Background: an optimization exercise with open tools, aiming at small area. Do not read the settings as production practice. Power figures rest on the tool's default switching activity, not on a simulated workload.

Setup of build 41:
==> flow/design.v (excerpt) <==
module SRRC_filter (clk, reset, symb_in, symb_out);
	input clk, reset;
	input signed [7:0] symb_in;
	output reg signed [7:0] symb_out;
	reg [7:0] r1;
	reg [7:0] r2;
	reg [7:0] r3;
	reg [7:0] r4;
	reg [7:0] r5;
	reg [7:0] r6;
	reg [7:0] r7;
	reg [7:0] r8;
	reg [7:0] r9;
	reg [7:0] r10;
	reg [7:0] r11;
	reg [7:0] r12;
	reg [7:0] r13;
	reg [7:0] r14;
	reg [7:0] r15;
	reg [7:0] r16;
	reg [7:0] r17;
	reg [7:0] r18;
	reg [7:0] r19;
	reg [7:0] r20;
	reg [7:0] r21;
	wire [7:0] acc;
	wire nrst;
	wire [7:0] d1;
	wire [7:0] d2;
	wire [7:0] d3;
	wire [7:0] d4;
	wire [7:0] d5;
	wire [7:0] d6;
	wire [7:0] d7;
	wire [7:0] d8;
	wire [7:0] d9;
	wire [7:0] d10;
	wire [7:0] d11;
	wire [7:0] d12;
	wire [7:0] d13;
	wire [7:0] d14;
	wire [7:0] d15;
	wire [7:0] d16;
	wire [7:0] d17;
	wire [7:0] d18;
	wire [7:0] d19;
	wire [7:0] d20;
	wire [7:0] d21;
	wire s1;
	wire c2;
	wire s3;
	wire c4;
	wire s5;
	wire c6;
	wire s7;
	wire c8;
	wire s9;
	wire c10;
	wire s11;
	wire c12;
	wire s13;
  ...
For scale: about 960 cells after synthesis, roughly 18 I/O pins, about 13000 µm² of cells after synthesis.
==> flow/config.mk <==
export PLATFORM = sky130hd
export DESIGN_NAME = SRRC_filter
export DESIGN_NICKNAME = SRRC_filter
export VERILOG_FILES = /design/flow/design.v
export SDC_FILE = /design/flow/constraint.sdc
export NUM_CORES = 4
export LEC_CHECK = 0
export CAP_MARGIN = 20
export CORE_MARGIN = 2
export CORE_UTILIZATION = 40
export SLEW_MARGIN = 20
export SYNTH_HIERARCHICAL = 1
export SYNTH_MINIMUM_KEEP_SIZE = 0
==> flow/constraint.sdc <==
create_clock -name core_clock -period 10.0 [get_ports {clk}]
set_input_delay 2.0000 -clock core_clock [delete_from_list [all_inputs] [get_ports {clk}]]
set_output_delay 2.0000 -clock core_clock [all_outputs]
set_load 0.01 [all_outputs]
run.sh (not shown) runs the stock make flow with config.mk's settings and CLKGATE_MAP_FILE= SYNTH_SCRIPT=/design/flow/synth_recipe.tcl, a recipe that flattens the netlist after the stock synthesis.
Build 41 completed end to end with timing, DRC and antenna clean.
Relative to build 41, the following input files were edited for build 31:
# build 41
export LEC_CHECK = 0
export CAP_MARGIN = 20
export CORE_MARGIN = 2
export CORE_UTILIZATION = 40
export SLEW_MARGIN = 20
export SYNTH_HIERARCHICAL = 1
export SYNTH_MINIMUM_KEEP_SIZE = 0
create_clock -name core_clock -period 10.0 [get_ports {clk}]
# build 31
export LEC_CHECK = 0
export CAP_MARGIN = 20
export CORE_MARGIN = 2
export CORE_UTILIZATION = 40
export CTS_BUF_LIST = sky130_fd_sc_hd__clkbuf_8
export SLEW_MARGIN = 20
export SYNTH_HIERARCHICAL = 1
export SYNTH_MINIMUM_KEEP_SIZE = 0
create_clock -name core_clock -period 10.0 [get_ports {clk}]
==> flow/flow/run.sh (new file) <==
#!/bin/bash
# The standard layout (standard.sh) with two changes:
#  * clock tree synthesis adds no dummy balancing loads on the leaves;
#  * the port buffers that buffer_ports inserts are buf_1 cells.
set -e
export CTS_ARGS="-sink_clustering_enable -repair_clock_nets -dont_use_dummy_load"
export BUFFER_PORTS_ARGS="-buffer_cell sky130_fd_sc_hd__buf_1"
bash standard.sh > standard.log 2>&1
==> flow/standard.sh (new file) <==
#!/bin/bash
# synth_recipe.tcl (not shown) runs the flow's synth.tcl, then flattens the netlist and writes it again
# the make line also repeats each setting of config.mk as NAME=value (left out here)
make -C /OpenROAD-flow-scripts/flow DESIGN_CONFIG=/design/flow/config.mk WORK_HOME=/design/flow/orfs CLKGATE_MAP_FILE= SYNTH_SCRIPT=/design/flow/synth_recipe.tcl "${@:-finish}"
removed: flow/run.sh
### Flow results
NOTE: switching part of the total power in build 31 exceeds that of build 41. Compare build 41 and build 31 | wire length of the first global-routing pass higher: build 41. Count of clock-buffer cells in the layout was lower in the run labelled build 31. Detailed-route vias per instance shrinks slightly when moving from build 41 to build 31. Cmp build 31 vs build 41: area overhead of the layout relative to synthesis lower in build 31. Cmp build 41 and build 31 / final total power / higher: build 41. [diff] total detailed-routing wirelength, build 31 relative to build 41: improvement. Side by side, first-iteration DRC count turned out higher in build 31 than in build 41. Worst setup margin: build 31 worse than build 41.
#### Input delta (build 42 over build 31)
# build 31
export LEC_CHECK = 0
export CAP_MARGIN = 20
export CORE_MARGIN = 2
export CORE_UTILIZATION = 40
export CTS_BUF_LIST = sky130_fd_sc_hd__clkbuf_8
export SLEW_MARGIN = 20
export SYNTH_HIERARCHICAL = 1
export SYNTH_MINIMUM_KEEP_SIZE = 0
create_clock -name core_clock -period 10.0 [get_ports {clk}]
# build 42
export LEC_CHECK = 0
export CAP_MARGIN = 20
export CORE_MARGIN = 2
export CORE_UTILIZATION = 40
export CTS_BUF_LIST = sky130_fd_sc_hd__clkbuf_8
export CTS_CLUSTER_SIZE = 20
export SLEW_MARGIN = 20
export SYNTH_HIERARCHICAL = 1
export SYNTH_MINIMUM_KEEP_SIZE = 0
create_clock -name core_clock -period 10.0 [get_ports {clk}]
==> flow/run.sh (new file) <==
#!/bin/bash
# synth_recipe.tcl (not shown) runs the flow's synth.tcl, then flattens the netlist and writes it again
# the make line also repeats each setting of config.mk as NAME=value (left out here)
make -C /OpenROAD-flow-scripts/flow DESIGN_CONFIG=/design/flow/config.mk WORK_HOME=/design/flow/orfs CLKGATE_MAP_FILE= SYNTH_SCRIPT=/design/flow/synth_recipe.tcl finish
removed: flow/flow/run.sh
removed: flow/standard.sh
Results
| routed via count divided by cell count | higher: build 31 |
On total I/O pin count, build 42 tracks build 31 almost exactly.
Diff build 42 and build 31: final HPWL from detailed placement higher in build 42
Relative to build 31, post-route standard cell area excluding fillers has increased by 0.84% in build 42.
Diff build 42..build 31 | number of cells upsized or downsized after cts | unchanged
Diff build 31 -> build 42: highest attainable clock frequency now sits higher; via count of the first global-routing pass shows an increase of 1.7%; highest net fanout along the worst path level; combinational share of power closely matched the old numbers; final period demand of the worst path now smaller.
Summary: with build 31 as the reference, cell-internal power in build 42 moved up slightly.
### build 42 -> build 89
# build 42
export LEC_CHECK = 0
export CAP_MARGIN = 20
export CORE_MARGIN = 2
export CORE_UTILIZATION = 40
export CTS_BUF_LIST = sky130_fd_sc_hd__clkbuf_8
export CTS_CLUSTER_SIZE = 20
export SLEW_MARGIN = 20
export SYNTH_HIERARCHICAL = 1
export SYNTH_MINIMUM_KEEP_SIZE = 0
create_clock -name core_clock -period 10.0 [get_ports {clk}]
# build 89
export LEC_CHECK = 0
export CAP_MARGIN = 20
export CORE_MARGIN = 2
export CORE_UTILIZATION = 40
export CTS_BUF_LIST = sky130_fd_sc_hd__clkbuf_4 sky130_fd_sc_hd__clkbuf_8
export CTS_CLUSTER_DIAMETER = 100
export CTS_CLUSTER_SIZE = 30
export SLEW_MARGIN = 20
export SYNTH_HIERARCHICAL = 1
export SYNTH_MINIMUM_KEEP_SIZE = 0
create_clock -name core_clock -period 10.0 [get_ports {clk}]
==> flow/flow/run.sh (new file) <==
#!/bin/bash
# The standard layout (standard.sh) with two changes:
#  * clock tree synthesis adds no dummy balancing loads on the leaves;
#  * the port buffers that buffer_ports inserts are buf_1 cells.
set -e
export CTS_ARGS="-sink_clustering_enable -repair_clock_nets -dont_use_dummy_load"
export BUFFER_PORTS_ARGS="-buffer_cell sky130_fd_sc_hd__buf_1"
bash standard.sh > standard.log 2>&1
==> flow/standard.sh (new file) <==
#!/bin/bash
# synth_recipe.tcl (not shown) runs the flow's synth.tcl, then flattens the netlist and writes it again
# the make line also repeats each setting of config.mk as NAME=value (left out here)
make -C /OpenROAD-flow-scripts/flow DESIGN_CONFIG=/design/flow/config.mk WORK_HOME=/design/flow/orfs CLKGATE_MAP_FILE= SYNTH_SCRIPT=/design/flow/synth_recipe.tcl "${@:-finish}"
removed: flow/run.sh
## What came out
NOTE: sequential share of cell area in build 89 exceeds that of build 42
Build 89 vs build 42 on multi-input gate share of the layout cell area: build 89 is the higher one.
The run showing the greater data-path buffer share of cell area in the final layout is build 42.
Relative to build 42, the first-iteration DRC count measured on build 89 has increased by a little under 10%.
The estimated power of build 89 ends up lower than the estimate for build 42.
Minimum setup slack in the final design was higher in the run labelled build 42.
Summary of build 89 over build 42: post-route core utilization lost 0.37 points; wire length fell by 340 µm; count of clock-buffer cells in the layout -2; final cell count without fillers down 14; global-route usage down 0.36 points.
No functional check of the RTL was part of any run of this note.

what the ideal ports hide:
In the flow no input, the clock included, has a driving cell. The finished layouts below were timed again as built, in two steps. Step 1, drivers: a clkbuf_16 drives clk and a buf_2 each remaining input, both assumed. Step 2 moves the port delays by t, midway between the first and last clock arrival at a register: inputs arrive t later, outputs are due t later. That takes back most of the time a late clock gives input paths. a / b / c = no drivers / after step 1 / after step 2; a / b = the first two.
run | t (ns) | setup WS [ns] | worst hold slack (ns) | worst slew at a driven data input, ns | cell pins on the clock port's net
build 41 | 0.480 | 0.550 / 0.550 / 0.550 | 0.387 / 0.387 / 0.387 | 0.03 | 1
build 31 | 0.476 | 0.534 / 0.534 / 0.534 | 0.388 / 0.388 / 0.388 | 0.03 | 1
build 42 | 0.507 | 0.567 / 0.567 / 0.567 | 0.391 / 0.391 / 0.391 | 0.03 | 1
build 89 | 0.476 | 0.534 / 0.534 / 0.534 | 0.388 / 0.388 / 0.388 | 0.03 | 1
After both steps setup and hold are still met in every run listed.
